What follows belongs to an exercise in optimizing a design on an open flow for small area; a production flow would make more cautious choices. Only simulation tests tie the RTL to the original design; equivalence was not proved. No activity file was given, so power comes from the tool's default toggle rates.

==> design/flow/design.v <==
`timescale 1 ps / 1 ps
`default_nettype none
module ddr4_access_top (
      input  wire         pr_logic_clk_clk,
      input  wire         iopll_locked,
      input  wire         pr_logic_mm_waitrequest,
      input  wire [511:0] pr_logic_mm_readdata,
      input  wire         pr_logic_mm_readdatavalid,
      output reg  [4:0]   pr_logic_mm_burstcount,
      output reg  [511:0] pr_logic_mm_writedata,
      output reg  [30:0]  pr_logic_mm_address,
      output reg          pr_logic_mm_write,
      output reg          pr_logic_mm_read,
      output reg  [63:0]  pr_logic_mm_byteenable,
      output reg          pr_logic_mm_debugaccess,
      input  wire         local_cal_success,
      input  wire         local_cal_fail,
      output wire         ddr4a_global_reset,
      output reg          pr_logic_reset,
      output reg          pr_logic_cra_waitrequest,
      output wire [31:0]  pr_logic_cra_readdata,
      output wire         pr_logic_cra_readdatavalid,
      input  wire [0:0]   pr_logic_cra_burstcount,
      input  wire [31:0]  pr_logic_cra_writedata,
      input  wire [13:0]  pr_logic_cra_address,
      input  wire         pr_logic_cra_write,
      input  wire         pr_logic_cra_read,
      input  wire [3:0]   pr_logic_cra_byteenable,
      input  wire         pr_logic_cra_debugaccess,
      input  wire         pr_logic_reset_reset_n
   );
   wire clk   = pr_logic_clk_clk;
   wire rst_n = pr_logic_reset_reset_n;
   reg cs1, cs2, cf1, cf2;
   always @(posedge clk or negedge rst_n) begin
      if (!rst_n) begin
         cs1 <= 1'b0; cs2 <= 1'b0; cf1 <= 1'b0; cf2 <= 1'b0;
      end else begin
         cs1 <= local_cal_success; cs2 <= cs1;
         cf1 <= local_cal_fail;    cf2 <= cf1;
      end
   end
   wire cal_success = cs2;
   wire cal_fail    = cf2;
   reg         first;           
   reg  [31:0] r1, r2, r4, r5, r6, r7;
   reg  [31:0] cnt_q;           
   reg         pass_d, sw_d;
   reg         cs_q, cf_q, iop_q;
   reg  [1:0]  err_q;
   reg  [31:0] rdata;
   reg         rvalid;
   reg         sw_reset;
   wire        pass, fail;
   wire        ddr_access_completed;
   reg         clear_start_operation;
   reg  [1:0]  pr_op_err;
   wire        addr_ok = ~|pr_logic_cra_address[13:5];
   wire [2:0]  ra      = pr_logic_cra_address[4:2];
   wire        wr_ok   = pr_logic_cra_write & addr_ok;
   function automatic [31:0] merge(input [31:0] old, input [31:0] wd, input [3:0] be);
      merge = { be[3] ? wd[31:24] : old[31:24],
                be[2] ? wd[23:16] : old[23:16],
                be[1] ? wd[15:8]  : old[15:8],
                be[0] ? wd[7:0]   : old[7:0] };
   endfunction
   always @(posedge clk or negedge rst_n) begin
      if (!rst_n) begin
         first <= 1'b1;
         r1 <= 32'h0;
         r2 <= 32'h0;
         r4 <= 32'hcab4_beef;
         r5 <= 32'hdab5_beef;
         r6 <= 32'hdad6_beef;
         r7 <= 32'hebb7_beef;
         rvalid <= 1'b0;
         sw_reset <= 1'b0;
      end else begin
         first <= 1'b0;
         if (wr_ok && ra == 3'd1)
            r1 <= merge(r1, pr_logic_cra_writedata, pr_logic_cra_byteenable);
         else if (!pr_logic_cra_write && (clear_start_operation || ddr_access_completed))
            r1[2] <= 1'b0;
         if (wr_ok && ra == 3'd2) r2 <= merge(r2, pr_logic_cra_writedata, pr_logic_cra_byteenable);
         if (wr_ok && ra == 3'd4) r4 <= merge(r4, pr_logic_cra_writedata, pr_logic_cra_byteenable);
         if (wr_ok && ra == 3'd5) r5 <= merge(r5, pr_logic_cra_writedata, pr_logic_cra_byteenable);
         if (wr_ok && ra == 3'd6) r6 <= merge(r6, pr_logic_cra_writedata, pr_logic_cra_byteenable);
         if (wr_ok && ra == 3'd7) r7 <= merge(r7, pr_logic_cra_writedata, pr_logic_cra_byteenable);
         rvalid <= pr_logic_cra_read;
         sw_reset <= r1[3];
      end
   end
   always @(posedge clk) begin
      cs_q   <= cal_success;
      cf_q   <= cal_fail;
      iop_q  <= iopll_locked;
      err_q  <= pr_op_err;
      pass_d <= pass;
      sw_d   <= sw_reset;
      if (first || sw_d) cnt_q <= 32'h0;
      else               cnt_q <= cnt_q + {31'h0, pass_d};
   end
   wire [31:0] reg0 = first ? 32'hace0_beef
                            : {15'h0, iop_q, 2'b00, cf_q, cs_q, 2'b00, err_q, 8'hef};
   wire [31:0] reg3 = first ? 32'hbee3_beef : cnt_q;
   reg [31:0] rsel;
   always @(*) begin
      case (ra)
         3'd0: rsel = reg0;
         3'd1: rsel = r1;
         3'd2: rsel = r2;
         3'd3: rsel = reg3;
         3'd4: rsel = r4;
         3'd5: rsel = r5;
         3'd6: rsel = r6;
         default: rsel = r7;
      endcase
   end
   always @(posedge clk) rdata <= addr_ok ? rsel : 32'haabb_ccdd;
   assign pr_logic_cra_readdata      = rdata;
   assign pr_logic_cra_readdatavalid = rvalid;
   always @(*) pr_logic_cra_waitrequest = first;
   wire [1:0]  mode        = r1[1:0];
   wire        start_operation = r1[2];
   wire        emif_reset  = r1[4];
   wire        load_seed   = r1[5];
   wire [7:0]  limit       = r1[15:8];
   wire [31:0] mem_addr    = r2;
   wire [31:0] seed        = r4;
   always @(*) pr_logic_reset = sw_reset | ~rst_n;
   reg start_operation_q, clear_pr_op_err;
   wire max_retry_cal_reached;
   always @(posedge clk or negedge rst_n) begin
      if (!rst_n) begin
         pr_op_err <= 2'b0; start_operation_q <= 1'b0; clear_pr_op_err <= 1'b0;
      end else if (sw_reset) begin
         pr_op_err <= 2'b0; start_operation_q <= 1'b0; clear_pr_op_err <= 1'b0;
      end else begin
         start_operation_q <= start_operation;
         clear_pr_op_err   <= ~start_operation_q & start_operation;
         if (clear_pr_op_err) pr_op_err <= 2'b0;
         else                 pr_op_err <= {fail, max_retry_cal_reached};
      end
   end
   reg [1:0] recal_counter;    
   reg [7:0] rst_counter;
   reg       gr_q, gr, emif_reset_q, emif_sw_reset;
   reg       start_recalibration, reset_recal_counter;
   assign max_retry_cal_reached = recal_counter[1];
   wire rst_blk_busy = ~rst_counter[7] | gr;
   assign ddr4a_global_reset = gr;
   always @(posedge clk or negedge rst_n) begin
      if (!rst_n) begin
         recal_counter <= 2'b0;
         rst_counter <= 8'b0;
         gr_q <= 1'b0; gr <= 1'b0; emif_reset_q <= 1'b0; emif_sw_reset <= 1'b0;
      end else begin
         if (sw_reset || reset_recal_counter) recal_counter <= 2'b0;
         else if (start_recalibration)        recal_counter <= {recal_counter[0], ~recal_counter[0]};
         if (start_recalibration || emif_sw_reset) rst_counter <= 8'b0;
         else if (!rst_counter[7])                 rst_counter <= rst_counter + 8'd1;
         gr_q <= ~rst_counter[7];
         gr   <= gr_q;
         emif_reset_q  <= emif_reset;
         emif_sw_reset <= emif_reset & ~emif_reset_q;
      end
   end
   localparam [2:0] M_IDLE = 3'd0, M_CAL = 3'd1, M_WAIT = 3'd2, M_RETRY = 3'd3, M_DDR = 3'd4;
   reg [2:0] m_state, m_next;
   reg       start_traffic_generator;
   always @(*) begin
      m_next = M_IDLE;
      case (m_state)
         M_IDLE:
            if (start_operation && !ddr_access_completed && !max_retry_cal_reached) m_next = M_CAL;
            else m_next = M_IDLE;
         M_CAL:
            case ({cal_success, cal_fail})
               2'b00: m_next = M_WAIT;
               2'b01: m_next = max_retry_cal_reached ? M_IDLE : M_RETRY;
               2'b10: m_next = M_DDR;
               default: m_next = M_IDLE;
            endcase
         M_WAIT:
            if (!rst_blk_busy && (cal_success || cal_fail)) m_next = M_CAL;
            else m_next = M_WAIT;
         M_RETRY: m_next = M_WAIT;
         default: m_next = start_operation ? M_DDR : M_IDLE;
      endcase
   end
   always @(posedge clk or negedge rst_n) begin
      if (!rst_n) begin
         m_state <= M_IDLE;
         clear_start_operation <= 1'b0;
         start_recalibration <= 1'b0;
         start_traffic_generator <= 1'b0;
         reset_recal_counter <= 1'b0;
      end else if (sw_reset) begin
         m_state <= M_IDLE;
         clear_start_operation <= 1'b0;
         start_recalibration <= 1'b0;
         start_traffic_generator <= 1'b0;
         reset_recal_counter <= 1'b0;
      end else begin
         m_state <= m_next;
         clear_start_operation <= (m_next == M_IDLE && max_retry_cal_reached && cal_fail) ||
                                  (m_next == M_DDR && ddr_access_completed && start_operation);
         start_recalibration <= (m_next == M_RETRY);
         start_traffic_generator <= (m_next == M_DDR) && !(ddr_access_completed && start_operation);
         reset_recal_counter <= (m_next == M_CAL) && max_retry_cal_reached && cal_success;
      end
   end
   reg [31:0] lfsr;
   always @(posedge clk) begin
      if (sw_reset)        lfsr <= 32'b0;
      else if (first)      lfsr <= 32'h2300_0000;
      else if (load_seed)  lfsr <= seed;
      else lfsr <= {lfsr[0], lfsr[31], ~(lfsr[30] ^ lfsr[0]), lfsr[29:27],
                    ~(lfsr[26] ^ lfsr[0]), ~(lfsr[25] ^ lfsr[0]), lfsr[24:1]};
   end
   localparam [1:0] T_IDLE = 2'd0, T_ACTIVE = 2'd1, T_WAIT = 2'd2;
   reg  [1:0]  t_state, t_next;
   reg         start_traffic_generator_q;
   reg         completed_q;
   reg  [30:0] initial_addr;
   reg  [30:0] target_address;
   reg  [31:0] target_seed;      
   wire [31:0] final_addr   = (mode == 2'b00) ? 32'h003f_ffff : mem_addr + {24'h0, limit};
   wire        at_final     = (target_address == final_addr[30:0]);
   wire        start_ddr_wr_rd = (t_state != T_IDLE);
   assign      ddr_access_completed = completed_q;
   always @(*) begin
      case (t_state)
         T_IDLE:   t_next = (!(at_final && |target_address) && start_traffic_generator) ? T_ACTIVE : T_IDLE;
         T_ACTIVE: t_next = at_final ? T_IDLE : T_WAIT;
         default:  t_next = (pass | fail) ? T_ACTIVE : T_WAIT;
      endcase
   end
   always @(posedge clk or negedge rst_n) begin
      if (!rst_n) begin
         t_state <= T_IDLE;
         completed_q <= 1'b0;
         start_traffic_generator_q <= 1'b0;
      end else if (sw_reset) begin
         t_state <= T_IDLE;
         completed_q <= 1'b0;
         start_traffic_generator_q <= 1'b0;
      end else begin
         t_state <= t_next;
         completed_q <= !first && (t_next == T_IDLE) && at_final && |target_address;
         start_traffic_generator_q <= start_traffic_generator;
      end
   end
   always @(posedge clk) begin
      if (sw_reset || first)  target_address <= 31'b0;
      else if (!start_ddr_wr_rd) target_address <= initial_addr;
      else if (pass || fail)  target_address <= target_address + 31'd1;
   end
   always @(posedge clk) initial_addr <= mem_addr[30:0];
   always @(posedge clk) begin
      if (pass || (start_traffic_generator && !start_traffic_generator_q))
         target_seed <= lfsr;
   end
   function automatic [511:0] expand(input [31:0] r);
      expand = {
         ~{r[31:10]},~{r[9:0],r[31:22]},~{r[21:0]},
         ~{r[31:10]},~{r[9:0],r[31:22]}, {r[21:0]},
         ~{r[31:10]}, {r[9:0],r[31:22]},~{r[21:0]},
         ~{r[31:10]}, {r[9:0],r[31:22]}, {r[21:0]},
          {r[31:10]},~{r[9:0],r[31:22]},~{r[21:0]},
          {r[31:10]},~{r[9:0],r[31:22]}, {r[21:0]},
          {r[31:10]}, {r[9:0],r[31:22]},~{r[21:0]},
          {r[31:10]}, {r[9:0],r[31:22]}, {r[21:0]} };
   endfunction
   localparam [3:0] D_IDLE = 4'd0, D_WR = 4'd1, D_WWD1 = 4'd2, D_WWD0 = 4'd3,
                    D_RD = 4'd4, D_WRA1 = 4'd5, D_WRA0 = 4'd6, D_WRD = 4'd7,
                    D_PASS = 4'd8, D_FAIL = 4'd9;
   reg  [3:0]  d_state, d_next;
   reg  [31:0] wr_seed;       
   reg  [31:0] ref_seed;      
   reg  [30:0] ref_addr;
   wire [511:0] ref_data;
   wire [511:0] wr_data;
   localparam [511:0] INV = expand(32'h0);
   wire [511:0] rd_adj = pr_logic_mm_readdata ^ INV;
   wire [31:0]  grp_ok;
   genvar gj;
   generate
      for (gj = 0; gj < 32; gj = gj + 1) begin : g_cmp
         localparam [511:0] POS = expand(32'h1 << gj) ^ INV;
         wire all1 = &(rd_adj | ~POS);
         wire all0 = ~|(rd_adj & POS);
         assign grp_ok[gj] = ref_seed[gj] ? all1 : all0;
      end
   endgenerate
   wire         rd_match = &grp_ok;
   always @(*) begin
      case (d_state)
         D_IDLE: d_next = start_ddr_wr_rd ? D_WR : D_IDLE;
         D_WR:   d_next = pr_logic_mm_waitrequest ? D_WWD1 : D_WWD0;
         D_WWD1, D_WWD0: d_next = pr_logic_mm_waitrequest ? D_WWD1 : D_RD;
         D_RD:   d_next = pr_logic_mm_waitrequest ? D_WRA1 : D_WRA0;
         D_WRA1, D_WRA0: d_next = pr_logic_mm_waitrequest ? D_WRA1 : D_WRD;
         D_WRD:  d_next = pr_logic_mm_readdatavalid ? (rd_match ? D_PASS : D_FAIL) : D_WRD;
         default: d_next = D_IDLE;
      endcase
   end
   always @(posedge clk or negedge rst_n) begin
      if (!rst_n)        d_state <= D_IDLE;
      else if (sw_reset) d_state <= D_IDLE;
      else               d_state <= d_next;
   end
   assign pass = (d_state == D_PASS);
   assign fail = (d_state == D_FAIL);
   always @(*) begin
      pr_logic_mm_write = (d_state == D_WR) || (d_state == D_WWD1);
      pr_logic_mm_read  = (d_state == D_RD) || (d_state == D_WRA1);
   end
   wire capture = (d_state == D_IDLE) && start_ddr_wr_rd;
   always @(posedge clk) begin
      wr_seed <= target_seed;
      if (capture) begin
         ref_seed <= target_seed;
         ref_addr <= target_address;
      end
   end
   assign ref_data = expand(ref_seed);
   assign wr_data  = expand(wr_seed);
   always @(*) begin
      pr_logic_mm_writedata   = wr_data;
      pr_logic_mm_address     = ref_addr;
      pr_logic_mm_byteenable  = {64{1'b1}};
      pr_logic_mm_burstcount  = 5'd1;
      pr_logic_mm_debugaccess = 1'b0;
   end
endmodule
==> design/flow/flow/run.sh <==
#!/bin/bash
# Standard ORFS layout with these changes: the smallest buffer (buf_1) on every
# input and output port, vertical-edge pins on met2 and met4, and a clock tree
# of smaller buffers without dummy loads.
set -euo pipefail
export CTS_ARGS="-sink_clustering_enable -repair_clock_nets -dont_use_dummy_load -buf_list sky130_fd_sc_hd__clkbuf_8 -sink_clustering_size 20 -sink_clustering_max_diameter 60"
bash standard.sh "BUFFER_PORTS_ARGS=-buffer_cell sky130_fd_sc_hd__buf_1" "IO_PLACER_V=met2 met4" finish > flow_make.log 2>&1
==> design/flow/standard.sh <==
#!/bin/bash
# synth_recipe.tcl (not shown) runs the flow's synth.tcl, then flattens the netlist and writes it again
# the make line also repeats each setting of config.mk as NAME=value (left out here)
make -C /OpenROAD-flow-scripts/flow DESIGN_CONFIG=/design/flow/config.mk WORK_HOME=/design/flow/orfs CLKGATE_MAP_FILE= SYNTH_SCRIPT=/design/flow/synth_recipe.tcl "${@:-finish}"
==> design/flow/config.mk <==
export PLATFORM = sky130hd
export DESIGN_NAME = ddr4_access_top
export DESIGN_NICKNAME = ddr4_access_top
export VERILOG_FILES = /design/flow/design.v
export SDC_FILE = /design/flow/constraint.sdc
export NUM_CORES = 4
export LEC_CHECK = 0
export CAP_MARGIN = 20
export CORE_AREA = 10 10 290 290
export DIE_AREA = 0 0 300 300
export SLEW_MARGIN = 20
==> design/flow/constraint.sdc <==
create_clock -name core_clock -period 5.0 [get_ports {pr_logic_clk_clk}]
set_input_delay 1.0000 -clock core_clock [delete_from_list [all_inputs] [get_ports {pr_logic_clk_clk}]]
set_output_delay 1.0000 -clock core_clock [all_outputs]
set_load 0.01 [all_outputs]
==> flow_metrics.py, run 1 <==
metrics = {
    "yosys": {
        "syn-cell-area_um2": 28400,
        "synth-seq-area-share_pct": 44.7,
        "synth_edf_count": 95,
        "syn_avg_cell_area_um2": 10.0,
        "synth_top_area_share_pct": 13.9,
        "yosys.area.top_type": "dfxtp_1",
        "ys_async_sr_fraction_pct": 44.3,
        "yosys_warnings": 1,
        "ys.flop_type": "dfxtp_1",
        "syn_inst": 2839,
        "ys_types": 91,
        "ys_ff_latch": 524,
        "yosys-top-cells-area": "dfxtp_1, buf_4, dfrtp_1",
    },
    "placed_design": {
        "dpl.cell_count": 4526,
        "place_congestion": 0.977,
        "port-buffer-count": 1149,
        "dp_hpwl_um": 116000,
    },
    "worst_setup_path": {
        "worstRegToRegCells": 11,
        "ff2ff_setup_slack_ns": 0.71,
        "critPathLaunchType": "register",
        "critPathSlowestCell": "or4_1",
        "r2r_end": "completed_q",
        "crit_type": "reg2reg",
        "worstReg2RegStart": "r2[0]",
        "crit_required_ns": 5.46,
        "crit_fanout": 12,
        "critPathCaptureType": "register",
        "crit_arrival_ns": 4.75,
        "crit_path_max_incr_delay_ns": 0.53,
        "crit_chain": "ha_1, fa_1, a211oi_2, o211a_1, nor2_1, a2111oi_0, a311oi_1, nor4_1, nand4_1, or4_1, nor4_2",
    },
    "detailed_routing": {
        "drt_iter0_markers": 2582,
        "wire_per_inst_um": 30.1,
        "drc_errors": 0,
        "num_vias": 25900,
        "detail-route-antenna-nets": 0,
        "vias_per_cell": 5.61,
        "routed_wl_um": 139000,
        "firstDrtPassIters": 8,
    },
    "clock_network": {
        "clockBufferDepth": 3,
        "postCtsSetupRepairBufs": 0,
        "cts.sinks": 524,
        "h-tree-depth": 2,
        "cts_inserted_buffers": 38,
        "cts_tree": "done",
        "cts_root_buf": "clkbuf_8",
        "post_cts_resized": 0,
        "clk_pin_slew_ns": 0.12,
        "cts_hold_buf": 0,
        "insertion_delay_ns": 0.67,
    },
    "grt": {
        "grtUsageMet3_pct": 10.6,
        "met2_usage_pct": 43.8,
        "grt_usage_pct": 28.6,
        "grt_pass1_wl_um": 186000,
        "grt.busiest_layer": "met2",
        "use_met1_pct": 34.0,
        "first_global_vias": 25100,
        "antenna_found_initial": 73,
        "grt.overflow.total": 0,
        "grt_max_degree": 95,
    },
    "floorplan": {
        "die_area_um2": 90000,
        "rows": 102,
        "dieHeight_um": 300,
        "start_util_pct": 36.7,
        "io_pins": 1224,
        "die_x_um": 300,
        "core_um2": 77600,
    },
    "sta": {
        "maxSlewViolCount": 0,
        "rsz0062_at_grt": "false",
        "max-slew-margin-rel_pct": 23.6,
        "fmax_ghz": 0.233,
        "clock_skew_ns": 0.122,
        "min_period_over_period_pct": 85.7,
        "setup_tns_ns": 0,
        "setup_violations": 0,
        "fin_crit_ns": 4.29,
        "worst_pin_slew_ns": 1.14,
        "finalHoldViolCount": 0,
    },
    "job": {
        "max_cap_violations": 0,
    },
    "finish": {
        "nets": 4113,
        "area_growth_pct": 9.29,
        "drive_gt1_share_pct": 11.8,
        "final_common_cell": "buf_1",
        "instances_no_fill": 4611,
        "most-common-layout-cells": "buf_1, nor2_1, mux2_2, dfxtp_1",
    },
    "status": {
        "status": "timing/DRC/antenna clean",
    },
    "min_path": {
        "hold_path_class": "in2async",
    },
    "power_and_ir_drop": {
        "cellLeakagePower_nw": 10.8,
        "cellPowerDensity_nw_per_um2": 241,
        "max-vdd-ir-drop_v": 0.000229,
    },
}
-- synthesized netlist by cell type (60+ instances only) --
library cell and instances:
dfstp_2 93, a21oi_1 65, nand3_1 60, dfrtp_1 139, o21ai_0 71, edfxtp_1 95
buf_4 520, mux2_2 199, dfxtp_1 197, clkbuf_1 72, nor4_1 157, nor2_1 211
inv_1 66, nand4_1 156, nand2_1 140
-- layer usage --
layer	up-vias	share of wire (%)
met1	12500	38
li1	11200	-
met2	1521	45
met4	44	6.1
met3	556	10
met5	-	0.28
-- logic make-up (layout without fill, tap and decap cells) --
family	Yosys count	in the layout	synth area share [%]
compound gates	373	373	9.06
xor+xnor	81	81	2.74
simple gates	918	918	17.4
mux	240	240	9.41
fa+ha+maj	14	14	0.642
flops	524	524	44.7
other cells	2	118	0.0264
buf+inv	687	1303	16.0
-- metrics by stage --
| step | worst slack [ns] | cell area [um^2] | hold slack, ns | total power, mW | util, % |
|---|---|---|---|---|---|
| 2_1_floorplan | 0.224 | 28700 | 0.324 | 5.11 | - |
| 3_3_place_gp | 1.03 | 30400 | 0.328 | 5.52 | 39.2 |
| 3_5_place_dp | 0.953 | 30400 | 0.329 | 5.54 | 39.2 |
| 4_1_cts | 0.820 | 31000 | 0.254 | 7.53 | 39.9 |
| 5_1_grt | 0.555 | 31100 | 0.258 | 7.77 | 40.0 |
| 6_report | 0.713 | 31100 | 0.283 | 7.48 | 40.1 |
-- critical path, delay by kind of cell (launching register included) --
family,cells,cell delay (ns)
AOI/OAI and AO/OA,4,1.47
adders and majority gates,2,0.69
DFF,1,0.49
and+or+nand+nor,5,1.44
-- area by class of cell --
class                      count  area [um^2]
fill                        8100        46500
sequential                   524        12700
multi-input combinational   1697        11500
timing repair buffer        1197         4710
tap                         1040         1300
clock buffer                  38          523
inverter                      68          255
antenna                       47          118
-- power by group --
part / internal (mW) / switching, mW
clock: 0.686 / 1.33
sequential: 4.40 / 0.140
combinational: 0.310 / 0.616
total: 5.40 / 2.08
-- how the worst max path moves through the flow --
stage	start	endpoint	cells past startpoint
final	r2[0]	completed_q	11
after global routing	r2[0]	completed_q	11
after CTS	r2[0]	completed_q	11
after detailed placement	r2[0]	completed_q	11
after global placement	r2[0]	completed_q	11
after floorplan	t_state[1]	ref_addr[0]	4
==> inputs of run 2 (changes only) <==
==> design/flow/flow/run.sh (replaced) <==
#!/bin/bash
# Standard ORFS layout with these changes: the smallest buffer (buf_1) on every
# input and output port, pins allowed on every routing track, and a clock tree
# of smaller buffers without dummy loads.
set -euo pipefail
export CTS_ARGS="-sink_clustering_enable -repair_clock_nets -dont_use_dummy_load -buf_list sky130_fd_sc_hd__clkbuf_8 -sink_clustering_size 20 -sink_clustering_max_diameter 60"
bash standard.sh "BUFFER_PORTS_ARGS=-buffer_cell sky130_fd_sc_hd__buf_1" "PLACE_PINS_ARGS=-min_distance 1 -min_distance_in_tracks" finish > flow_make.log 2>&1
==> run 2 against run 1 <==
  * The run now fails in global routing (5_1_grt)
  * Synthesized area did not move
  * Synthesized cell count did not move
==> flow_metrics.py, run 2 <==
metrics = {
    "yosys": {
        "synth-seq-area-share_pct": 44.7,
        "ys_types": 91,
        "synthMuxAreaShare_pct": 9.41,
        "yosys_warnings": 1,
        "synth_top_area_share_pct": 13.9,
        "ys_ff_latch": 524,
        "synth_most_common_cell": "buf_4",
        "syn-cell-area_um2": 28400,
        "synthAdderAreaFrac_pct": 0.642,
        "ys.flop_type": "dfxtp_1",
        "synth-compound-area-share_pct": 9.06,
        "ys_async_sr_fraction_pct": 44.3,
        "syn_inst": 2839,
        "yosys-top-cells-area": "dfxtp_1, buf_4, dfrtp_1",
        "synth_commonest_cells": "buf_4, nor2_1, mux2_2",
        "yosys.area.top_type": "dfxtp_1",
        "syn_avg_cell_area_um2": 10.0,
        "synth_edf_count": 95,
        "synth_top_family_by_area": "simple AND/OR/NAND/NOR gates",
        "synthXorXnorAreaFrac_pct": 2.74,
        "yosys.area_share.simple_pct": 17.4,
    },
    "grt": {
        "first_global_vias": 25500,
        "grt_pass1_wl_um": 179000,
        "grt.overflow.total": 4,
        "grt_max_degree": 156,
        "grt_usage_pct": 27.2,
    },
    "status": {
        "error_line": "[ERROR GRT-0116] Global routing finished with congestion. Check the congestion regions in the DRC Viewer.",
        "status": "did not finish",
        "stop_stage": "global routing (5_1_grt)",
    },
    "floorplan": {
        "die_x_um": 300,
        "io_pins": 1224,
        "start_util_pct": 36.7,
        "dieHeight_um": 300,
        "rows": 102,
    },
    "placed_design": {
        "dpl.cell_count": 4508,
        "dpl_cell_area_um2": 30300,
        "dp_hpwl_um": 105000,
        "port-buffer-count": 1149,
        "place_congestion": 1.04,
    },
    "clock_network": {
        "post_cts_resized": 0,
        "clockBufferDepth": 3,
        "cts_root_buf": "clkbuf_8",
        "h-tree-depth": 2,
        "cts_hold_buf": 0,
        "postCtsSetupRepairBufs": 0,
        "cts.sinks": 524,
        "cts_inserted_buffers": 38,
    },
}
-- run 2: worst min-delay path by stage --
stage | start | to | cells after the start
floorplan | pr_op_err[0] | err_q[0] | 0
CTS | pr_logic_reset_reset_n | r5[14] | 1
detailed placement | pr_op_err[0] | err_q[0] | 0
global placement | pr_op_err[1] | err_q[1] | 0
-- run 2: metrics by stage --
stage | utilization, % | worst slack (ns)
2_1_floorplan | - | 0.224
3_3_place_gp | 39.0 | 1.07
3_5_place_dp | 39.0 | 0.968
4_1_cts | 39.7 | 0.864
-- run 2: cell families after synthesis --
kind of cell,Yosys count
simple gates,918
buf+inv,687
flops,524
compound gates,373
mux,240
xor+xnor,81
fa+ha+maj,14
other cells,2
-- run 2: layer usage --
| metal | GRT usage [%] | overflow |
|---|---|---|
| met1 | 32.3 | 0 |
| met2 | 41.9 | 4 |
| met3 | 9.30 | 0 |
| met4 | 16.5 | 0 |
| met5 | 1.19 | 0 |
-- run 2: power groups by stage --
| stage | Combinational [mW] | Clock, mW | Sequential, mW |
|---|---|---|---|
| 4_1_cts | 0.886 | 2.08 | 4.54 |
| 3_5_place_dp | 0.883 | 0 | 4.63 |
| 2_1_floorplan | 0.560 | 0 | 4.55 |
| 3_3_place_gp | 0.874 | 0 | 4.63 |
==> inputs of run 3 (changes only) <==
--- a/design/flow/config.mk
+++ b/design/flow/config.mk
@@ -7,5 +7,5 @@
 export LEC_CHECK = 0
 export CAP_MARGIN = 20
-export CORE_AREA = 10 10 290 290
-export DIE_AREA = 0 0 300 300
+export CORE_AREA = 10 10 250 250
+export DIE_AREA = 0 0 260 260
 export SLEW_MARGIN = 20
==> run 3 against run 2 <==
  * The flow again stops in global routing (5_1_grt)
  * Synthesized cell count did not move
  * Synthesized area unchanged
==> flow_metrics.py, run 3 <==
metrics = {
    "floorplan": {
        "io_pins": 1224,
        "start_util_pct": 50.1,
        "die_x_um": 260,
        "dieHeight_um": 260,
        "rows": 87,
    },
    "yosys": {
        "syn-cell-area_um2": 28400,
        "synth_edf_count": 95,
        "synth_most_common_cell": "buf_4",
        "ys_ff_latch": 524,
        "synth-seq-area-share_pct": 44.7,
        "yosys-top-cells-area": "dfxtp_1, buf_4, dfrtp_1",
        "syn_inst": 2839,
        "ys_types": 91,
        "yosys_warnings": 1,
        "synth_commonest_cells": "buf_4, nor2_1, mux2_2",
        "yosys.area.top_type": "dfxtp_1",
        "ys_async_sr_fraction_pct": 44.3,
        "synth_top_area_share_pct": 13.9,
        "ys.flop_type": "dfxtp_1",
        "syn_avg_cell_area_um2": 10.0,
    },
    "clock_network": {
        "cts_inserted_buffers": 34,
        "cts_hold_buf": 0,
        "cts_root_buf": "clkbuf_8",
        "cts.sinks": 524,
        "post_cts_resized": 0,
        "h-tree-depth": 2,
        "postCtsSetupRepairBufs": 0,
        "clockBufferDepth": 3,
    },
    "status": {
        "stop_stage": "global routing (5_1_grt)",
        "error_line": "[ERROR GRT-0116] Global routing finished with congestion. Check the congestion regions in the DRC Viewer.",
        "status": "did not finish",
    },
    "grt": {
        "grt_usage_pct": 36.5,
        "grt_pass1_wl_um": 180000,
        "first_global_vias": 26300,
        "grt_max_degree": 164,
        "grt.overflow.total": 9,
    },
    "placed_design": {
        "place_congestion": 1.11,
        "post-place-ws_ns": 0.871,
        "dp_hpwl_um": 102000,
        "port-buffer-count": 1149,
        "dpl.cell_count": 4229,
    },
}
-- run 3: cell counts after synthesis --
Identical to the previous run, type by type.
-- run 3: how the worst max path moves through the flow --
stage | cells after the start | slack [ns] | end | startpoint
after CTS | 11 | 0.79 | completed_q | r2[0]
after detailed placement | 11 | 0.87 | completed_q | r2[0]
after global placement | 11 | 0.92 | completed_q | r2[0]
after floorplan | 4 | 0.22 | ref_addr[0] | t_state[1]
-- run 3: routing by layer --
layer | GRT usage [%] | GRT overflow
met5 | 2.92 | 0
met4 | 24.0 | 0
met3 | 15.3 | 0
met2 | 53.8 | 9
met1 | 42.7 | 0
-- run 3: power groups by stage --
stage / Clock (mW) / Sequential (mW) / Combinational [mW]
after floorplan: 0 / 4.55 / 0.560
after global placement: 0 / 4.62 / 0.849
after detailed placement: 0 / 4.62 / 0.877
after CTS: 1.94 / 4.54 / 0.882
-- run 3: cell families after synthesis --
kind of cell,count (synthesis),synth area share (%)
fa+ha+maj,14,0.642
flops,524,44.7
xor+xnor,81,2.74
buf+inv,687,16.0
compound gates,373,9.06
other cells,2,0.0264
mux,240,9.41
simple gates,918,17.4
-- run 3: per-stage QoR --
step                cell area (um^2)  utilization [%]
CTS                            30400             53.7
detailed placement             30000             52.9
global placement               30000             52.9
floorplan                      28700                -
==> inputs of run 4 (changes only) <==
==> design/flow/flow/run.sh (replaced) <==
#!/bin/bash
# Standard ORFS layout with these changes: the smallest buffer (buf_1) on every
# input and output port, pins allowed on every track, less routing-layer
# derating in global routing, and a clock tree of smaller buffers without
# dummy loads.
set -euo pipefail
export CTS_ARGS="-sink_clustering_enable -repair_clock_nets -dont_use_dummy_load -buf_list sky130_fd_sc_hd__clkbuf_8 -sink_clustering_size 20 -sink_clustering_max_diameter 60"
bash standard.sh "BUFFER_PORTS_ARGS=-buffer_cell sky130_fd_sc_hd__buf_1" "PLACE_PINS_ARGS=-min_distance 1 -min_distance_in_tracks" "ROUTING_LAYER_ADJUSTMENT=0.10" finish > flow_make.log 2>&1
--- a/design/flow/config.mk
+++ b/design/flow/config.mk
@@ -7,5 +7,5 @@
 export LEC_CHECK = 0
 export CAP_MARGIN = 20
-export CORE_AREA = 10 10 250 250
-export DIE_AREA = 0 0 260 260
+export CORE_AREA = 10 10 290 290
+export DIE_AREA = 0 0 300 300
 export SLEW_MARGIN = 20
==> run 4 against run 3 <==
  * Synthesized cell count is the same
  * Synthesized area is the same
  * The flow again stops in global routing (5_1_grt)
==> flow_metrics.py, run 4 <==
metrics = {
    "yosys": {
        "yosys.area.top_type": "dfxtp_1",
        "yosys_warnings": 1,
        "ys_ff_latch": 524,
        "syn-cell-area_um2": 28400,
        "synth_edf_count": 95,
        "syn_inst": 2839,
        "synth_commonest_cells": "buf_4, nor2_1, mux2_2",
        "synth_top_area_share_pct": 13.9,
        "synth_most_common_cell": "buf_4",
        "yosys-top-cells-area": "dfxtp_1, buf_4, dfrtp_1",
        "ys_async_sr_fraction_pct": 44.3,
        "synth-seq-area-share_pct": 44.7,
        "syn_avg_cell_area_um2": 10.0,
        "ys.flop_type": "dfxtp_1",
        "ys_types": 91,
    },
    "placed_design": {
        "dp_hpwl_um": 105000,
        "post-place-ws_ns": 0.968,
        "place_congestion": 1.04,
        "dpl_cell_area_um2": 30300,
        "port-buffer-count": 1149,
    },
    "grt": {
        "first_global_vias": 25500,
        "grt_pass1_wl_um": 179000,
        "grt_max_degree": 156,
        "grt.overflow.total": 4,
        "grt_usage_pct": 27.2,
    },
    "clock_network": {
        "h-tree-depth": 2,
        "cts_hold_buf": 0,
        "cts_root_buf": "clkbuf_8",
        "cts_inserted_buffers": 38,
        "post_cts_resized": 0,
        "postCtsSetupRepairBufs": 0,
        "clockBufferDepth": 3,
        "cts.sinks": 524,
    },
    "status": {
        "stop_stage": "global routing (5_1_grt)",
        "status": "did not finish",
        "error_line": "[ERROR GRT-0116] Global routing finished with congestion. Check the congestion regions in the DRC Viewer.",
    },
    "floorplan": {
        "start_util_pct": 36.7,
        "dieHeight_um": 300,
        "io_pins": 1224,
        "rows": 102,
        "die_x_um": 300,
    },
}
-- run 4: worst min path at each step --
stage / startpoint / end / slack [ns] / cells past startpoint
after CTS: pr_logic_reset_reset_n / r5[14] / 0.31 / 1
after detailed placement: pr_op_err[0] / err_q[0] / 0.33 / 0
after global placement: pr_op_err[1] / err_q[1] / 0.33 / 0
after floorplan: pr_op_err[0] / err_q[0] / 0.32 / 0
-- run 4: metal layers --
metal | GRT overflow | GRT usage (%)
met2 | 4 | 41.9
met1 | 0 | 32.3
met4 | 0 | 16.5
met3 | 0 | 9.30
met5 | 0 | 1.19
-- run 4: logic make-up after synthesis --
logic type,Yosys count,synth area share [%]
DFF,524,44.7
adders and majority gates,14,0.642
muxes,240,9.41
buffers and inverters,687,16.0
xor gates and xnor gates,81,2.74
AOI/OAI and AO/OA,373,9.06
other,2,0.0264
and+or+nand+nor,918,17.4
-- run 4: power groups by stage --
stage                     clock, mW  sequential (mW)  combinational, mW
after global placement            0             4.63              0.874
after detailed placement          0             4.63              0.883
after CTS                      2.08             4.54              0.886
after floorplan                   0             4.55              0.560
-- run 4: metrics by stage --
stage | cells | util [%] | power [mW]
4_1_cts | 4546 | 39.7 | 7.51
3_5_place_dp | 4508 | 39.0 | 5.51
3_3_place_gp | 4508 | 39.0 | 5.50
2_1_floorplan | 2908 | - | 5.11
==> inputs of run 5 (changes only) <==
==> design/flow/flow/run.sh (replaced) <==
#!/bin/bash
# Standard ORFS layout with these changes: the smallest buffer (buf_1) on every
# input and output port, vertical-edge pins on met2 and met4, and a clock tree
# of smaller buffers without dummy loads.
set -euo pipefail
export CTS_ARGS="-sink_clustering_enable -repair_clock_nets -dont_use_dummy_load -buf_list sky130_fd_sc_hd__clkbuf_8 -sink_clustering_size 14 -sink_clustering_max_diameter 50"
bash standard.sh "BUFFER_PORTS_ARGS=-buffer_cell sky130_fd_sc_hd__buf_1" "IO_PLACER_V=met2 met4" finish > flow_make.log 2>&1
==> run 5 against run 4 <==
  * The run now finishes clean
  * Synthesized area unchanged
  * Synthesized cell count unchanged
==> flow_metrics.py, run 5 <==
metrics = {
    "status": {
        "status": "timing/DRC/antenna clean",
    },
    "floorplan": {
        "dieHeight_um": 300,
        "start_util_pct": 36.7,
        "io_pins": 1224,
        "rows": 102,
        "core_um2": 77600,
        "die_area_um2": 90000,
        "die_x_um": 300,
    },
    "yosys": {
        "yosys.area_share.simple_pct": 17.4,
        "ys_async_sr_fraction_pct": 44.3,
        "synth_most_common_cell": "buf_4",
        "syn_avg_cell_area_um2": 10.0,
        "synth_top_area_share_pct": 13.9,
        "synth_top_family_by_area": "simple AND/OR/NAND/NOR gates",
        "yosys-top-cells-area": "dfxtp_1, buf_4, dfrtp_1",
        "syn_inst": 2839,
        "ys_types": 91,
        "synthAdderAreaFrac_pct": 0.642,
        "synth_commonest_cells": "buf_4, nor2_1, mux2_2",
        "synth-compound-area-share_pct": 9.06,
        "ys_ff_latch": 524,
        "ys.flop_type": "dfxtp_1",
        "yosys.area.top_type": "dfxtp_1",
        "synth_edf_count": 95,
        "synthMuxAreaShare_pct": 9.41,
        "synthXorXnorAreaFrac_pct": 2.74,
        "synth-seq-area-share_pct": 44.7,
        "syn-cell-area_um2": 28400,
        "yosys_warnings": 1,
    },
    "worst_setup_path": {
        "r2r_end": "completed_q",
        "crit_buf_inv": 0,
        "critPathCaptureType": "register",
        "crit_arrival_ns": 4.72,
        "crit_required_ns": 5.49,
        "worstRegToRegCells": 11,
        "ff2ff_setup_slack_ns": 0.77,
        "crit_path_max_incr_delay_ns": 0.53,
        "critPathLaunchType": "register",
        "worstReg2RegStart": "r2[0]",
        "crit_fanout": 12,
        "critPathTopFamily": "compound AO/OA/AOI/OAI gates",
        "crit_start": "r2[0]",
        "critPathSlowestCell": "or4_1",
        "crit_chain": "ha_1, fa_1, a211oi_2, o211a_1, nor2_1, a2111oi_0, a311oi_1, nor4_1, nand4_1, or4_1, nor4_2",
        "crit_type": "reg2reg",
    },
    "detailed_routing": {
        "detail-route-antenna-nets": 0,
        "routed_wl_um": 139000,
        "vias_per_cell": 5.61,
        "drt_iter0_markers": 2249,
        "firstDrtPassIters": 6,
        "wire_per_inst_um": 30.0,
        "drc_errors": 0,
        "num_vias": 26000,
    },
    "grt": {
        "grt_pass1_wl_um": 187000,
        "grt.overflow.total": 0,
        "first_global_vias": 25200,
        "grt_usage_pct": 28.7,
        "grt_max_degree": 95,
        "antenna_found_initial": 76,
    },
    "clock_network": {
        "cts_tree": "done",
        "clockBufferDepth": 3,
        "clk_pin_slew_ns": 0.09,
        "insertion_delay_ns": 0.68,
        "h-tree-depth": 2,
        "cts.sinks": 524,
        "cts_inserted_buffers": 50,
        "cts_hold_buf": 0,
        "post_cts_resized": 0,
        "postCtsSetupRepairBufs": 0,
        "cts_root_buf": "clkbuf_8",
    },
    "power_and_ir_drop": {
        "max-vdd-ir-drop_v": 0.000229,
        "cellPowerDensity_nw_per_um2": 248,
        "pwr-share-seq_pct": 58.6,
        "cellLeakagePower_nw": 10.9,
        "p_sw_mw": 2.14,
        "p_comb_share_pct": 12.0,
        "p_int_mw": 5.60,
        "p_sw_share_pct": 27.7,
        "clockPowerShare_pct": 29.4,
    },
    "finish": {
        "instances_no_fill": 4624,
        "drive_gt1_share_pct": 12.1,
        "nets": 4125,
        "area_growth_pct": 9.88,
        "final_common_cell": "buf_1",
        "most-common-layout-cells": "buf_1, nor2_1, mux2_2, dfxtp_1",
    },
    "sta": {
        "rsz0062_at_grt": "false",
        "min_period_over_period_pct": 84.6,
        "max-slew-margin-rel_pct": 21.2,
        "fmax_ghz": 0.236,
        "maxSlewViolCount": 0,
        "setup_violations": 0,
        "worst_pin_slew_ns": 1.18,
        "setup_tns_ns": 0,
        "finalHoldViolCount": 0,
        "fin_crit_ns": 4.23,
        "hold_ws_ns": 0.292,
        "clock_skew_ns": 0.0964,
    },
    "placed_design": {
        "dp_hpwl_um": 116000,
        "dpl.cell_count": 4526,
        "place_congestion": 0.977,
        "port-buffer-count": 1149,
    },
    "min_path": {
        "hold_path_class": "in2async",
    },
    "job": {
        "max_cap_violations": 0,
    },
}
-- run 5: cell counts after synthesis --
Identical to the previous run, type by type.
-- run 5: per-layer routing --
metal,track usage (%),up-vias,wire length (um)
li1,-,11300,-
met1,34.2,12500,53100
met2,43.6,1577,61900
met3,10.8,579,14600
met4,17.5,42,8920
met5,0.108,-,294
-- run 5: layout make-up --
cell class              count  area (um^2)
fillers                  8106        46300
flip-flops and latches    524        12700
multi-input cells        1697        11500
repair buffers           1197         4710
well taps                1040         1300
clock buffers              50          688
inverters                  68          255
diodes                     48          120
-- run 5: worst reg2reg max path, delay by kind of cell, from the launching register on --
kind	cells	cell delay (ns)
flip-flops	1	0.48
adder cells (fa/ha/maj)	2	0.70
AO/OA/AOI/OAI	4	1.46
AND/OR/NAND/NOR	5	1.44
-- run 5: how the worst max path moves through the flow --
stage | to | slack, ns | cells after the start
after CTS | completed_q | 0.85 | 11
after global placement | completed_q | 1.03 | 11
after detailed placement | completed_q | 0.95 | 11
final | completed_q | 0.77 | 11
after global routing | completed_q | 0.59 | 11
after floorplan | ref_addr[0] | 0.22 | 4
-- run 5: power groups by stage --
stage          clock network, mW  logic, mW  registers [mW]
6_report                    2.27      0.926            4.54
5_1_grt                     2.49       1.01            4.55
4_1_cts                     2.33      0.916            4.54
3_5_place_dp                   0      0.913            4.62
3_3_place_gp                   0      0.896            4.62
2_1_floorplan                  0      0.560            4.55
-- run 5: per-stage QoR --
stage / instance area, um^2 / power, mW / setup WS (ns) / utilization (%)
floorplan: 28700 / 5.11 / 0.224 / -
global placement: 30400 / 5.52 / 1.03 / 39.2
detailed placement: 30400 / 5.54 / 0.953 / 39.2
CTS: 31100 / 7.79 / 0.853 / 40.1
global route: 31200 / 8.05 / 0.593 / 40.2
finish: 31200 / 7.74 / 0.770 / 40.3
-- run 5: cell families (layout without fill, tap and decap cells) --
| group | Yosys count | after routing |
|---|---|---|
| AOI/OAI and AO/OA | 373 | 373 |
| xor gates and xnor gates | 81 | 81 |
| adders and majority gates | 14 | 14 |
| buffers and inverters | 687 | 1315 |
| DFF | 524 | 524 |
| muxes | 240 | 240 |
| other | 2 | 119 |
| and+or+nand+nor | 918 | 918 |
==> inputs of run 6 (changes only) <==
--- a/design/flow/flow/run.sh
+++ b/design/flow/flow/run.sh
@@ -5,3 +5,3 @@
 set -euo pipefail
 export CTS_ARGS="-sink_clustering_enable -repair_clock_nets -dont_use_dummy_load -buf_list sky130_fd_sc_hd__clkbuf_8 -sink_clustering_size 14 -sink_clustering_max_diameter 50"
-bash standard.sh "BUFFER_PORTS_ARGS=-buffer_cell sky130_fd_sc_hd__buf_1" "IO_PLACER_V=met2 met4" finish > flow_make.log 2>&1
+bash standard.sh "BUFFER_PORTS_ARGS=-buffer_cell sky130_fd_sc_hd__buf_1" "IO_PLACER_V=met2 met4" "SKIP_REPAIR_TIE_FANOUT=1" finish > flow_make.log 2>&1
==> run 6 against run 5 <==
  * Clock-buffer cell count is 1 higher
  * Routed wire length is 1.4% higher
  * Combinational power increased by 2.5%
  * Largest cell class unchanged
  * Setup slack improved by 0.10 ns
  * Synthesized cell count is the same
  * Highest routed layer unchanged
  * Register-to-register slack gained 0.10 ns
  * Final cell count down 1.3%
  * Global-route usage up 0.59 points
  * Synthesized area stayed put
  * Maximum frequency rose by 2.5%
  * Largest power group unchanged
  * Die area is the same
  * Power up 0.96%
==> flow_metrics.py, run 6 <==
metrics = {
    "clock_network": {
        "cts_root_buf": "clkbuf_8",
        "cts.sinks": 524,
        "postCtsSetupRepairBufs": 0,
        "clk_pin_slew_ns": 0.09,
        "clockBufferDepth": 3,
        "cts_inserted_buffers": 51,
        "cts_hold_buf": 0,
        "cts_tree": "done",
        "post_cts_resized": 0,
        "insertion_delay_ns": 0.69,
        "h-tree-depth": 2,
    },
    "min_path": {
        "hold_path_class": "in2async",
    },
    "yosys": {
        "yosys.area.top_type": "dfxtp_1",
        "synth-compound-area-share_pct": 9.06,
        "ys.flop_type": "dfxtp_1",
        "yosys.area_share.simple_pct": 17.4,
        "ys_types": 91,
        "synth_most_common_cell": "buf_4",
        "ys_ff_latch": 524,
        "synthXorXnorAreaFrac_pct": 2.74,
        "synth_edf_count": 95,
        "yosys_warnings": 1,
        "syn_inst": 2839,
        "yosys-top-cells-area": "dfxtp_1, buf_4, dfrtp_1",
        "synthMuxAreaShare_pct": 9.41,
        "synth_commonest_cells": "buf_4, nor2_1, mux2_2",
        "synthAdderAreaFrac_pct": 0.642,
        "synth_top_area_share_pct": 13.9,
        "synth-seq-area-share_pct": 44.7,
        "syn_avg_cell_area_um2": 10.0,
        "syn-cell-area_um2": 28400,
        "synth_top_family_by_area": "simple AND/OR/NAND/NOR gates",
        "ys_async_sr_fraction_pct": 44.3,
    },
    "power_and_ir_drop": {
        "p_int_mw": 5.62,
        "clockPowerShare_pct": 29.8,
        "cellLeakagePower_nw": 10.7,
        "power_mw": 7.81,
        "max-vdd-ir-drop_v": 0.000286,
        "p_sw_mw": 2.19,
        "p_comb_share_pct": 12.1,
        "p_sw_share_pct": 28.1,
        "cellPowerDensity_nw_per_um2": 251,
        "pwr-share-seq_pct": 58.1,
    },
    "grt": {
        "grt_usage_pct": 29.3,
        "grt.overflow.total": 0,
        "grt_pass1_wl_um": 191000,
        "grt_max_degree": 159,
        "first_global_vias": 25300,
        "antenna_found_initial": 63,
    },
    "detailed_routing": {
        "firstDrtPassIters": 7,
        "drt_iter0_markers": 2558,
        "routed_wl_um": 141000,
        "detail-route-antenna-nets": 0,
        "wire_per_inst_um": 30.8,
        "num_vias": 26000,
        "drc_errors": 0,
        "vias_per_cell": 5.70,
    },
    "status": {
        "status": "timing/DRC/antenna clean",
    },
    "sta": {
        "finalHoldViolCount": 0,
        "maxSlewViolCount": 0,
        "clock_skew_ns": 0.0800,
        "setup_tns_ns": 0,
        "worst_pin_slew_ns": 1.07,
        "setup_violations": 0,
        "fmax_ghz": 0.242,
        "max-slew-margin-rel_pct": 28.4,
        "rsz0062_at_grt": "false",
        "fin_crit_ns": 4.12,
        "min_period_over_period_pct": 82.5,
    },
    "worst_setup_path": {
        "critPathCaptureType": "register",
        "crit_type": "reg2reg",
        "crit_arrival_ns": 4.68,
        "crit_required_ns": 5.55,
        "crit_fanout": 12,
        "critPathLaunchType": "register",
    },
    "floorplan": {
        "die_area_um2": 90000,
        "core_um2": 77600,
        "dieHeight_um": 300,
        "io_pins": 1224,
        "rows": 102,
        "die_x_um": 300,
        "start_util_pct": 36.7,
    },
    "finish": {
        "area_growth_pct": 9.28,
        "final_common_cell": "buf_1",
        "drive_gt1_share_pct": 12.7,
        "nets": 4067,
        "most-common-layout-cells": "buf_1, nor2_1, mux2_2, dfxtp_1",
    },
    "job": {
        "max_cap_violations": 0,
    },
    "placed_design": {
        "place_congestion": 0.990,
        "port-buffer-count": 1149,
        "dp_hpwl_um": 117000,
    },
}
run 6: kinds of logic after synthesis:
family                     after synthesis
DFF                                    524
buffers and inverters                  687
muxes                                  240
AOI/OAI and AO/OA                      373
and+or+nand+nor                        918
other                                    2
xor gates and xnor gates                81
adders and majority gates               14
run 6: layout make-up:
| class | count | area (um^2) |
|---|---|---|
| Sequential cell | 524 | 12700 |
| Antenna cell | 46 | 115 |
| Fill cell | 8125 | 46500 |
| Tap cell | 1040 | 1300 |
| Timing Repair Buffer | 1207 | 4780 |
| Clock buffer | 51 | 702 |
| Multi-Input combinational cell | 1628 | 11200 |
| Inverter | 68 | 255 |
run 6: final timing paths:
path	slack, ns	startpoint	end	depth (start not counted)
min in group core_clock	0.35	cf1	cf2	0
setup / recovery	0.88	r2[0]	completed_q	11
hold / removal	0.25	pr_logic_reset_reset_n	gr	1
max in group asynchronous	3.49	pr_logic_reset_reset_n	r4[29]	2
setup reg to reg	0.88	r2[0]	completed_q	11
hold reg to reg	0.35	cf1	cf2	0
run 6: critical path: stages, from the launching register on:
cell and delay (ns):
dfrtp_1 0.43, ha_1 0.25, fa_1 0.43, a211oi_2 0.36
o211a_1 0.49, nor2_1 0.12, a2111oi_0 0.43, a311oi_1 0.13
nor4_1 0.35, nand4_1 0.15, or4_1 0.57, nor4_2 0.31
run 6: power by group through the flow:
stage          sequential, mW  clock, mW  combinational [mW]
2_1_floorplan            4.55          0               0.560
3_3_place_gp             4.62          0               0.931
3_5_place_dp             4.62          0               0.937
4_1_cts                  4.54       2.38               0.941
5_1_grt                  4.55       2.53                1.03
6_report                 4.54       2.33               0.949
run 6: metal layers:
metal / share of wire (%) / track usage, % / vias up
met5: 0.18 / 1.68 / -
met4: 5.5 / 14.2 / 22
met3: 9.5 / 9.76 / 540
met2: 45 / 45.7 / 1539
met1: 39 / 35.8 / 12700
li1: - / - / 11200
run 6: per-stage QoR:
stage | hold slack (ns) | cell area (um^2) | setup WS, ns | util (%) | std cells
detailed placement | 0.333 | 30300 | 0.932 | 39.0 | 4467
floorplan | 0.324 | 28400 | 0.224 | - | 2839
global placement | 0.327 | 30300 | 1.00 | 39.0 | 4467
finish | 0.248 | 31100 | 0.875 | 40.1 | 4564
global route | 0.223 | 31100 | 0.661 | 40.0 | 4555
CTS | 0.208 | 31000 | 0.884 | 39.9 | 4518
==> inputs of run 7 (changes only) <==
==> design/flow/flow/run.sh (replaced) <==
#!/bin/bash
# Standard ORFS layout with these changes: the smallest buffer (buf_1) on every
# input and output port, vertical-edge pins on met2 and met4, and a clock tree
# of smaller buffers without dummy loads, and power recovery (downsizing
# cells off the critical paths) after global routing.
set -euo pipefail
export CTS_ARGS="-sink_clustering_enable -repair_clock_nets -dont_use_dummy_load -buf_list sky130_fd_sc_hd__clkbuf_8 -sink_clustering_size 14 -sink_clustering_max_diameter 50"
bash standard.sh "BUFFER_PORTS_ARGS=-buffer_cell sky130_fd_sc_hd__buf_1" "IO_PLACER_V=met2 met4" "RECOVER_POWER=100" finish > flow_make.log 2>&1
==> run 7 against run 6 <==
  * Highest routed layer unchanged
  * Worst hold slack gained 0.10 ns
  * Clock skew is 0.020 ns higher
  * Final cell count rose by 1.3%
  * Clock-buffer cell count shrank 1
  * Largest power group unchanged
  * Design area shrank 0.10%
  * Now fails the layout checks on max-capacitance violations, max-slew violations
  * Critical path depth is 4 lower
==> flow_metrics.py, run 7 <==
metrics = {
    "worst_setup_path": {
        "crit_fanout": 31,
        "critPathCaptureType": "register",
        "crit_arrival_ns": 5.10,
        "critPathLaunchType": "primary input",
        "crit_required_ns": 5.56,
        "crit_type": "in2reg",
        "worstRegToRegCells": 11,
    },
    "placed_design": {
        "port-buffer-count": 1149,
        "dp_hpwl_um": 116000,
        "place_congestion": 0.977,
        "dpl.cell_count": 4526,
    },
    "sta": {
        "finalHoldViolCount": 0,
        "rsz0062_at_grt": "false",
        "maxSlewViolCount": 390,
        "fin_crit_ns": 4.54,
        "fmax_ghz": 0.220,
        "min_period_over_period_pct": 90.7,
        "setup_violations": 0,
        "setup_tns_ns": 0,
        "max-slew-margin-rel_pct": -80.3,
        "clock_skew_ns": 0.0995,
        "worst_pin_slew_ns": 2.70,
    },
    "clock_network": {
        "cts.sinks": 524,
        "cts_root_buf": "clkbuf_8",
        "h-tree-depth": 2,
        "post_cts_resized": 0,
        "cts_hold_buf": 0,
        "clockBufferDepth": 3,
        "clk_pin_slew_ns": 0.09,
        "cts_tree": "done",
        "postCtsSetupRepairBufs": 0,
        "insertion_delay_ns": 0.68,
        "cts_inserted_buffers": 50,
    },
    "grt": {
        "antenna_found_initial": 77,
        "grt_max_degree": 95,
        "grt_usage_pct": 28.7,
        "grt.overflow.total": 0,
        "first_global_vias": 25200,
        "grt_pass1_wl_um": 187000,
    },
    "power_and_ir_drop": {
        "cellLeakagePower_nw": 10.8,
        "pwr-share-seq_pct": 58.7,
        "clockPowerShare_pct": 29.4,
        "p_sw_mw": 2.13,
        "p_int_mw": 5.59,
        "power_mw": 7.72,
        "max-vdd-ir-drop_v": 0.000228,
        "cellPowerDensity_nw_per_um2": 249,
        "p_comb_share_pct": 11.9,
        "p_sw_share_pct": 27.6,
    },
    "status": {
        "status": "failed layout checks",
        "failed_checks": "max-capacitance violations, max-slew violations",
    },
    "floorplan": {
        "die_x_um": 300,
        "core_um2": 77600,
        "die_area_um2": 90000,
        "dieHeight_um": 300,
        "io_pins": 1224,
        "start_util_pct": 36.7,
        "rows": 102,
    },
    "finish": {
        "instances_no_fill": 4623,
        "fillers": 8148,
        "area_growth_pct": 9.17,
        "drive_gt1_share_pct": 10.9,
        "most-common-layout-cells": "buf_1, nor2_1, mux2_2, dfxtp_1, nor4_1",
        "final_common_cell": "buf_1",
        "nets": 4125,
    },
    "yosys": {
        "ys.flop_type": "dfxtp_1",
        "ys_types": 91,
        "synth_commonest_cells": "buf_4, nor2_1, mux2_2",
        "ys_ff_latch": 524,
        "yosys-top-cells-area": "dfxtp_1, buf_4, dfrtp_1",
        "synth-seq-area-share_pct": 44.7,
        "synth_top_area_share_pct": 13.9,
        "synth_most_common_cell": "buf_4",
        "syn-cell-area_um2": 28400,
        "yosys.area.top_type": "dfxtp_1",
        "yosys_warnings": 1,
        "ys_async_sr_fraction_pct": 44.3,
        "synth_edf_count": 95,
        "syn_avg_cell_area_um2": 10.0,
        "syn_inst": 2839,
    },
    "detailed_routing": {
        "drc_errors": 0,
        "detail-route-antenna-nets": 0,
        "num_vias": 26000,
        "vias_per_cell": 5.61,
        "firstDrtPassIters": 8,
        "wire_per_inst_um": 30.1,
        "drt_iter0_markers": 2232,
        "routed_wl_um": 139000,
    },
    "job": {
        "max_cap_violations": 8,
    },
    "min_path": {
        "hold_path_class": "reg2reg",
        "whs_path_depth": 0,
    },
}
run 7: worst max-delay path: stages:
cell,delay (ns)
clkbuf_2,0.16
clkbuf_1,1.04
clkbuf_1,1.40
nand2_1,0.12
a21oi_1,0.71
o21ai_0,0.30
nand4_1,0.30
run 7: kinds of logic after synthesis:
family	count (synthesis)	synth area share, %
AOI/OAI and AO/OA	373	9.06
xor gates and xnor gates	81	2.74
adders and majority gates	14	0.642
buffers and inverters	687	16.0
DFF	524	44.7
muxes	240	9.41
other	2	0.0264
and+or+nand+nor	918	17.4
run 7: metal layers:
metal	GRT usage, %	vias to the layer above	part of all wire, %
met5	0.108	-	0.21
met4	17.5	42	6.4
met1	34.2	12600	38
met3	10.8	566	10
met2	43.6	1530	45
li1	-	11300	-
run 7: stage by stage:
step | area [um^2] | setup WS, ns | utilization, % | hold WS, ns
finish | 31000 | 0.464 | 40.0 | 0.352
detailed placement | 30400 | 0.953 | 39.2 | 0.329
floorplan | 28700 | 0.224 | - | 0.324
global placement | 30400 | 1.03 | 39.2 | 0.328
global route | 31000 | 0.305 | 40.0 | 0.366
CTS | 31100 | 0.853 | 40.1 | 0.254
run 7: power groups by stage:
stage               clock network (mW)  registers (mW)  logic (mW)
CTS                               2.33            4.54       0.916
global placement                     0            4.62       0.896
detailed placement                   0            4.62       0.913
finish                            2.27            4.53       0.915
floorplan                            0            4.55       0.560
global route                      2.49            4.55       0.996
run 7: final cells by class:
cell class                      instances  area, um^2  area share (%)
Clock buffer                           50         688            2.22
Antenna cell                           47         118           0.379
Multi-Input combinational cell       1697       11400            36.7
Inverter                               68         255           0.822
Timing Repair Buffer                 1197        4560            14.7
Tap cell                             1040        1300            4.19
Sequential cell                       524       12700            41.0
run 7: worst paths after layout:
| path | startpoint | to | slack [ns] |
|---|---|---|---|
| max in group asynchronous | pr_logic_reset_reset_n | r1[31] | 1.11 |
| min reg2reg | pr_op_err[0] | err_q[0] | 0.35 |
| max reg2reg | r2[0] | completed_q | 0.51 |
| max | pr_logic_cra_address[3] | rdata[10] | 0.46 |
| min in group asynchronous | pr_logic_reset_reset_n | r2[31] | 0.70 |
| min | pr_op_err[0] | err_q[0] | 0.35 |
==> inputs of run 8 (changes only) <==
==> design/flow/flow/run.sh (replaced) <==
#!/bin/bash
# The standard ORFS layout (standard.sh), with these changes:
# - the smallest buffer (buf_1) on every input and output port;
# - pins on met2 and met4 at the top and bottom edges (met3 at the sides);
# - one tie cell per constant instead of one per constant output;
# - a clock tree of small buffers without dummy loads.
set -euo pipefail
export CTS_ARGS="-sink_clustering_enable -repair_clock_nets -dont_use_dummy_load -buf_list sky130_fd_sc_hd__clkbuf_8 -sink_clustering_size 14 -sink_clustering_max_diameter 50"
bash standard.sh "BUFFER_PORTS_ARGS=-buffer_cell sky130_fd_sc_hd__buf_1" "IO_PLACER_V=met2 met4" "SKIP_REPAIR_TIE_FANOUT=1" finish > flow_make.log 2>&1
--- a/design/flow/config.mk
+++ b/design/flow/config.mk
@@ -7,5 +7,5 @@
 export LEC_CHECK = 0
 export CAP_MARGIN = 20
-export CORE_AREA = 10 10 290 290
-export DIE_AREA = 0 0 300 300
+export CORE_AREA = 10 10 270 270
+export DIE_AREA = 0 0 280 280
 export SLEW_MARGIN = 20
==> run 8 against run 7 <==
  * Now clean on timing, DRC and antenna
  * Clock-buffer cell count unchanged
  * Combinational power rose by 6.6%
  * Design area fell by 0.48%
  * Sequential power is essentially flat
  * Setup slack better by 0.31 ns
  * Flip-flop and latch count is the same
  * Non-clock buffer count is 5 higher
  * Via count is 1.3% higher
  * Maximum frequency grew 7.3%
  * Power increased by 0.83%
  * Largest power group unchanged
  * Highest routed layer unchanged
==> flow_metrics.py, run 8 <==
metrics = {
    "status": {
        "status": "timing/DRC/antenna clean",
    },
    "yosys": {
        "synth-seq-area-share_pct": 44.7,
        "synth_commonest_cells": "buf_4, nor2_1, mux2_2",
        "synthXorXnorAreaFrac_pct": 2.74,
        "ys_async_sr_fraction_pct": 44.3,
        "synth_most_common_cell": "buf_4",
        "syn_avg_cell_area_um2": 10.0,
        "ys.flop_type": "dfxtp_1",
        "synth_top_family_by_area": "simple AND/OR/NAND/NOR gates",
        "yosys-top-cells-area": "dfxtp_1, buf_4, dfrtp_1",
        "syn_inst": 2839,
        "synthAdderAreaFrac_pct": 0.642,
        "synth-compound-area-share_pct": 9.06,
        "yosys.area_share.simple_pct": 17.4,
        "synth_top_area_share_pct": 13.9,
        "syn-cell-area_um2": 28400,
        "synth_edf_count": 95,
        "ys_types": 91,
        "yosys_warnings": 1,
        "synthMuxAreaShare_pct": 9.41,
        "ys_ff_latch": 524,
        "yosys.area.top_type": "dfxtp_1",
    },
    "finish": {
        "instances_no_fill": 4421,
        "final_util_pct": 46.1,
        "fillers": 6838,
        "nets": 4061,
        "multiInputGateArea_um2": 11200,
        "final_common_cell": "buf_1",
        "register_area_um2": 12700,
        "drive_gt1_share_pct": 12.5,
        "area_growth_pct": 8.64,
        "most-common-layout-cells": "buf_1, nor2_1, mux2_2, dfxtp_1",
    },
    "detailed_routing": {
        "routed_wl_um": 146000,
        "drc_errors": 0,
        "firstDrtPassIters": 6,
        "vias_per_cell": 5.95,
        "detail-route-antenna-nets": 0,
        "wire_per_inst_um": 33.1,
        "num_vias": 26300,
        "drt_iter0_markers": 2703,
    },
    "grt": {
        "grt_pass1_wl_um": 197000,
        "grtUsageMet3_pct": 14.1,
        "grt.busiest_layer": "met2",
        "use_met1_pct": 41.8,
        "grt_max_degree": 104,
        "grt_usage_pct": 35.3,
        "first_global_vias": 25200,
        "met2_usage_pct": 53.6,
        "grt.overflow.total": 0,
        "antenna_found_initial": 106,
    },
    "sta": {
        "rsz0062_at_grt": "false",
        "setup_tns_ns": 0,
        "fin_crit_ns": 4.23,
        "finalHoldViolCount": 0,
        "setup_violations": 0,
        "fmax_ghz": 0.236,
        "clock_skew_ns": 0.0522,
        "worst_pin_slew_ns": 1.10,
        "max-slew-margin-rel_pct": 26.4,
        "maxSlewViolCount": 0,
        "min_period_over_period_pct": 84.6,
    },
    "worst_setup_path": {
        "critPathLaunchType": "register",
        "crit_type": "reg2reg",
        "crit_arrival_ns": 4.80,
        "crit_fanout": 12,
        "crit_required_ns": 5.57,
        "worstReg2RegStart": "r2[0]",
        "critPathCaptureType": "register",
        "worstRegToRegCells": 11,
        "ff2ff_setup_slack_ns": 0.77,
        "r2r_end": "completed_q",
    },
    "floorplan": {
        "io_pins": 1224,
        "dieHeight_um": 280,
        "rows": 95,
        "core_um2": 67000,
        "die_x_um": 280,
        "die_area_um2": 78400,
        "start_util_pct": 42.4,
    },
    "min_path": {
        "hold_start": "pr_op_err[0]",
        "hold_path_class": "reg2reg",
        "whs_path_depth": 0,
        "whs_endpoint": "err_q[0]",
    },
    "placed_design": {
        "port-buffer-count": 1149,
        "dpl.cell_count": 4295,
        "dp_hpwl_um": 122000,
        "place_congestion": 1.06,
    },
    "power_and_ir_drop": {
        "cellLeakagePower_nw": 10.7,
        "power_mw": 7.78,
        "cellPowerDensity_nw_per_um2": 252,
        "max-vdd-ir-drop_v": 0.000210,
    },
    "clock_network": {
        "post_cts_resized": 0,
        "cts_hold_buf": 0,
        "clockBufferDepth": 3,
        "insertion_delay_ns": 0.66,
        "cts_inserted_buffers": 50,
        "h-tree-depth": 2,
        "cts_root_buf": "clkbuf_8",
        "cts_tree": "done",
        "cts.sinks": 524,
        "clk_pin_slew_ns": 0.10,
        "postCtsSetupRepairBufs": 0,
    },
    "job": {
        "max_cap_violations": 0,
    },
}
==> run 8: how the worst max path moves through the flow <==
stage / from / to / slack, ns
after global placement: r2[0] / completed_q / 0.88
after CTS: r2[0] / completed_q / 0.87
final: r2[0] / completed_q / 0.77
after global routing: r2[0] / completed_q / 0.42
after floorplan: t_state[1] / ref_addr[0] / 0.22
after detailed placement: r2[0] / completed_q / 0.88
==> run 8: critical path: stages (launching register included) <==
cell and delay, ns:
dfrtp_1 0.48, ha_1 0.26, fa_1 0.44, a211oi_2 0.37, o211a_1 0.48, nor2_1 0.17
a2111oi_0 0.47, a311oi_1 0.13, nor4_1 0.40, nand4_1 0.16, or4_1 0.50, nor4_2 0.28
==> run 8: layer usage <==
| metal | share of wire [%] | routed length (um) |
|---|---|---|
| met4 | 7.0 | 10200 |
| met2 | 44 | 64100 |
| met1 | 37 | 54100 |
| met5 | 0.44 | 640 |
| met3 | 12 | 17100 |
==> run 8: per-stage QoR <==
step	hold slack [ns]	setup WS, ns	area [um^2]
5_1_grt	0.360	0.419	30800
3_3_place_gp	0.325	0.879	30000
2_1_floorplan	0.324	0.224	28400
4_1_cts	0.350	0.868	30700
3_5_place_dp	0.332	0.882	30000
6_report	0.343	0.771	30900
==> run 8: cells by family (layout without fill, tap and decap cells) <==
logic type,count (synthesis),count (layout)
AO/OA/AOI/OAI,373,373
XOR/XNOR,81,81
adder cells (fa/ha/maj),14,14
buffers and inverters,687,1320
flip-flops,524,524
multiplexers,240,240
other,2,78
AND/OR/NAND/NOR,918,918
==> run 8: layout make-up <==
class,instances,area share (%)
repair buffers,1202,15.4
diodes,76,0.616
clock buffers,50,2.23
inverters,68,0.826
multi-input cells,1628,36.3
flip-flops and latches,524,41.2
well taps,873,3.54
==> run 8: report_power, final <==
group          total, mW  internal [mW]  switching (mW)
sequential          4.51           4.40           0.111
clock               2.30          0.888            1.41
combinational      0.975          0.316           0.659
total               7.78           5.60            2.18

## afterwards: timing with drivers on the ports
In the flow no input, the clock included, has a driving cell. The finished layouts below were timed again as built, in two steps. Step 1 (the two cells are an assumption about what drives the block):
set clk [get_ports {pr_logic_clk_clk}]
set_driving_cell -lib_cell sky130_fd_sc_hd__clkbuf_16 $clk
set_driving_cell -lib_cell sky130_fd_sc_hd__buf_2 [delete_from_list [all_inputs] $clk]
Step 2 adds t to the input delays and takes it off the output delays; t is the mean of the earliest and latest rising clock arrival at the registers after step 1. Input paths then give back, and output paths get back, about the clock's delay inside the block. Slacks: ideal ports / drivers / drivers and shift; pairs: ideal ports / drivers.
| run | shift t [ns] | setup WS [ns] | worst setup path at the end | worst slew at a driven data input, ns |
|---|---|---|---|---|
| run 1 | 0.667 | 0.713 / 0.713 / 0.713 | register to register | 0.32 |
| run 5 | 0.685 | 0.770 / 0.770 / 0.770 | register to register | 0.34 |
| run 6 | 0.706 | 0.875 / 0.875 / 0.875 | register to register | 0.30 |
| run 7 | 0.680 | 0.464 / 0.483 / -0.197 | input to register | 0.32 |
| run 8 | 0.703 | 0.771 / 0.771 / 0.771 | register to register | 0.31 |
The setup slack of run 7, which loses most, moves by +0.019 ns with the drivers and by -0.661 ns with both steps.
